This design comes from an exercise in tuning for small area and a short achievable clock period on the open sky130 flow, not from production work.
Only simulation tests tie the RTL to the original design; equivalence was not proved.
Power is estimated from default activity; no workload was simulated.

==> amber <==
## sort2in1
module sort2in1
#(parameter W = 12)
(
    input clk,
    input synrst,
    input DataEn,
    input [W-1:0] DataIn,
    output [W-1:0] DataMax,
    output reg [W+4-1:0] DataSumOut
);
==> module s2i_ge, before the edit <==
module s2i_ge #(parameter W = 12) (
    input  [W-1:0] a,
    input  [W-1:0] bn,
    output         ge
);
    wire [W:0] c;
    assign c[0] = 1'b1;
    genvar k;
    generate
        for (k = 0; k < W; k = k + 1) begin : g_bit
            assign c[k+1] = (a[k] & bn[k]) | (a[k] & c[k]) | (bn[k] & c[k]);
        end
    endgenerate
    assign ge = c[W];
endmodule
==> module s2i_ctl, before the edit <==
module s2i_ctl (
    input  rst,
    input  vld,
    input  ge_here,
    input  ge_above,
    output s_up,
    output s_in,
    output s_hold
);
    assign s_up   = ~rst & vld & ge_above;
    assign s_in   = ~rst & vld & ge_here & ~ge_above;
    assign s_hold = ~rst & ~(vld & ge_here);
endmodule
==> module sort2in1, before the edit <==
module sort2in1
#(parameter W = 12)
(
    input clk,
    input synrst,
    input DataEn,
    input [W-1:0] DataIn,
    output [W-1:0] DataMax,
    output reg [W+4-1:0] DataSumOut
);
    reg  [W-1:0] Pend;
    reg          PendVld;
    reg  [W-1:0] Max;
    reg  [W-1:0] Rn [0:15];
    wire [W-1:0] R  [0:16];
    assign R[16] = {W{1'b0}};
    always @(posedge clk) begin
        Pend    <= DataIn;
        PendVld <= DataEn & ~synrst;
    end
    wire max_ge;
    s2i_ge #(.W(W)) u_max_ge (.a(DataIn), .bn(~Max), .ge(max_ge));
    always @(posedge clk)
        if (synrst)
            Max <= {W{1'b0}};
        else if (DataEn && max_ge)
            Max <= DataIn;
    assign DataMax = Max;
    wire [16:0] ge;
    assign ge[16] = 1'b0;
    genvar i;
    generate
        for (i = 0; i < 16; i = i + 1) begin : g_slot
            wire [W-1:0] nxt_n;
            assign R[i] = ~Rn[i];
            s2i_ge #(.W(W)) u_ge (.a(Pend), .bn(Rn[i]), .ge(ge[i]));
            wire s_up, s_in, s_hold;
            s2i_ctl u_ctl (
                .rst(synrst), .vld(PendVld), .ge_here(ge[i]), .ge_above(ge[i+1]),
                .s_up(s_up), .s_in(s_in), .s_hold(s_hold));
            s2i_sel #(.W(W)) u_sel (
                .s_up(s_up), .s_in(s_in), .s_hold(s_hold),
                .up(R[i+1]), .din(Pend), .cur(R[i]), .nxt_n(nxt_n));
            always @(posedge clk)
                Rn[i] <= nxt_n;
        end
    endgenerate
    wire [W+3:0] sum_take = DataSumOut + {4'b0, Pend} + {4'hF, Rn[0]} + 16'd1;
    always @(posedge clk)
        if (synrst)
            DataSumOut <= {(W+4){1'b0}};
        else if (PendVld && ge[0])
            DataSumOut <= sum_take;
endmodule
export LEC_CHECK = 0
export CAP_MARGIN = 20
export CORE_MARGIN = 2
export CORE_UTILIZATION = 55
export CTS_BUF_LIST = sky130_fd_sc_hd__clkbuf_8
export CTS_CLUSTER_DIAMETER = 70
export CTS_CLUSTER_SIZE = 14
export SETUP_SLACK_MARGIN = 4.0
export SLEW_MARGIN = 20
export SYNTH_HIERARCHICAL = 1
create_clock -name core_clock -period 6.5 [get_ports {clk}]
standard.sh (not shown) runs the stock make flow with config.mk's settings and CLKGATE_MAP_FILE= SYNTH_SCRIPT=/design/flow/synth_recipe.tcl, a recipe that flattens the netlist after the stock synthesis.
==> flow/flow/run.sh <==
#!/bin/bash
# Standard synthesis and layout; the only change is the cell used for the port
# buffers (a plain buf_2 instead of the delay buffer buffer_ports picks).
set -euo pipefail
bash standard.sh synth > synth.log 2>&1
BUFFER_PORTS_ARGS="-buffer_cell sky130_fd_sc_hd__buf_2" bash standard.sh finish > layout.log 2>&1
==> inputs of raven, as changes to amber <==
==> flow/design.v (replaced) <==
module s2i_ge #(parameter W = 12) (
    input  [W-1:0] a,
    input  [W-1:0] bn,
    output         ge
);
    wire [11:0] g = a & bn;
    wire [11:0] l = ~a & ~bn;
    wire [5:0] g1, l1;
    wire [2:0] g2, l2;
    genvar k;
    generate
        for (k = 0; k < 6; k = k + 1) begin : g_l1
            assign g1[k] = g[2*k+1] | (~l[2*k+1] & g[2*k]);
            assign l1[k] = l[2*k+1] | (~g[2*k+1] & l[2*k]);
        end
        for (k = 0; k < 3; k = k + 1) begin : g_l2
            assign g2[k] = g1[2*k+1] | (~l1[2*k+1] & g1[2*k]);
            assign l2[k] = l1[2*k+1] | (~g1[2*k+1] & l1[2*k]);
        end
    endgenerate
    assign ge = g2[2] | (~l2[2] & (g2[1] | (~l2[1] & ~l2[0])));
endmodule
module s2i_sel #(parameter W = 12) (
    input          s_up,
    input          s_in,
    input          s_hold,
    input  [W-1:0] up,
    input  [W-1:0] din,
    input  [W-1:0] cur,
    output [W-1:0] nxt_n
);
    assign nxt_n = ~(({W{s_up}} & up) | ({W{s_in}} & din) | ({W{s_hold}} & cur));
endmodule
module sort2in1
#(parameter W = 12)
(
    input clk,
    input synrst,
    input DataEn,
    input [W-1:0] DataIn,
    output [W-1:0] DataMax,
    output reg [W+4-1:0] DataSumOut
);
    reg  [W-1:0] Rn [0:15];
    wire [W-1:0] R  [0:15];
    reg  [W-1:0] Delta;
    wire [16:0] flag;
    assign flag[16] = 1'b0;
    wire go = DataEn & ~synrst;
    genvar i;
    generate
        for (i = 0; i < 16; i = i + 1) begin : g_slot
            wire [W-1:0] nxt_n;
            wire [W-1:0] up = (i == 15) ? {W{1'b0}} : R[(i == 15) ? 15 : i + 1];
            assign R[i] = ~Rn[i];
            s2i_ge #(.W(W)) u_ge (.a(DataIn), .bn(Rn[i]), .ge(flag[i]));
            s2i_sel #(.W(W)) u_sel (
                .s_up(go & flag[i+1]),
                .s_in(go & flag[i] & ~flag[i+1]),
                .s_hold(~synrst & ~(DataEn & flag[i])),
                .up(up), .din(DataIn), .cur(R[i]), .nxt_n(nxt_n));
            always @(posedge clk)
                Rn[i] <= nxt_n;
        end
    endgenerate
    assign DataMax = R[15];
    always @(posedge clk)
        if (synrst || !(DataEn && flag[0]))
            Delta <= {W{1'b0}};
        else
            Delta <= DataIn - R[0];
    always @(posedge clk)
        if (synrst)
            DataSumOut <= {(W+4){1'b0}};
        else
            DataSumOut <= DataSumOut + {4'b0, Delta};
endmodule
==> flow/run.sh (new file) <==
#!/bin/bash
# synth_recipe.tcl (not shown) runs the flow's synth.tcl, then flattens the netlist and writes it again
# the make line also repeats each setting of config.mk as NAME=value (left out here)
make -C /OpenROAD-flow-scripts/flow DESIGN_CONFIG=/design/flow/config.mk WORK_HOME=/design/flow/orfs CLKGATE_MAP_FILE= SYNTH_SCRIPT=/design/flow/synth_recipe.tcl finish
==> flow/config.mk (replaced) <==
export PLATFORM = sky130hd
export DESIGN_NAME = sort2in1
export DESIGN_NICKNAME = sort2in1
export VERILOG_FILES = /design/flow/design.v
export SDC_FILE = /design/flow/constraint.sdc
export NUM_CORES = 4
export LEC_CHECK = 0
export CAP_MARGIN = 20
export CORE_MARGIN = 2
export CORE_UTILIZATION = 40
export SETUP_SLACK_MARGIN = 3.5
export SLEW_MARGIN = 20
export SYNTH_HIERARCHICAL = 1
removed: flow/flow/run.sh
removed: flow/standard.sh
==> comparison <==
amber completed without violations. raven produced a clean layout. Against raven, the cell area of amber is lower by 23%. Between raven and amber, the lower clock power is in amber (gap 75%, measured against amber). In raven the via count is higher than in amber, by 18%. In amber the core utilization is higher than in raven, by 7.9 points. In raven the sequential share of layout area is lower than in amber, by 10 points. In raven the global-route usage is lower than in amber, by 9.8 points.
==> figures <==
| item | amber | raven |
|---|---|---|
| Result of the run | no timing/DRC/antenna violations | no timing/DRC/antenna violations |
| Portion of total power attributed to sequential cells | 52.1% | 40.6% |
| Clock-net power | 0.000833 W | 0.00146 W |
| Slowest stage delay, CP | 0.61 ns | 0.40 ns |
| Clock transition at the registers of the reported paths | 0.10 ns | 0.06 ns |
| Max IR drop VDD | 160 uV | 210 uV |
| Final core utilization | 63.3% | 55.4% |
| Via count of the first global-routing pass | 11064 | 12490 |
| Via Count | 11680 | 13766 |
| Reg-to-reg critical path endpoint | DataSumOut[12]$_SDFFE_PP0P_ | Rn[4][1]$_DFF_P_ |
| Adder-cell share of the synthesized area | 3.71% | 3.98% |
| Wire length after detailed routing | 39200 um | 47400 um |
| Relative slew margins | 54.7% | 49.0% |
| Tap Cells | 275 | 402 |

## re-timing with driven ports
How much do the figures lean on ideal ports? The routed layouts below were timed once more, with nothing changed but the port constraints. Step 1 assumes that a clkbuf_16 drives the clock port and a buf_2 every other input. Step 2 adds t to the input delays and takes it off the output delays; t is the mean of the earliest and latest rising clock arrival at the registers after step 1. Input paths then give back, and output paths get back, about the clock's delay inside the block. Slacks: ideal / step 1 / step 2; pairs: ideal / step 1.
run | t (ns) | slack for setup (ns) | worst setup path after step 2 | slew at the worst register clock pin (ns)
amber | 0.583 | 3.869 / 3.869 / 3.432 | input to register | 0.10 / 0.10
raven | 0.586 | 3.380 / 3.304 / 2.718 | input to register | 0.06 / 0.06
After both steps every run listed still meets setup and hold. For raven, which loses most, drivers alone change the setup slack by -0.076 ns; drivers and shift together by -0.662 ns.
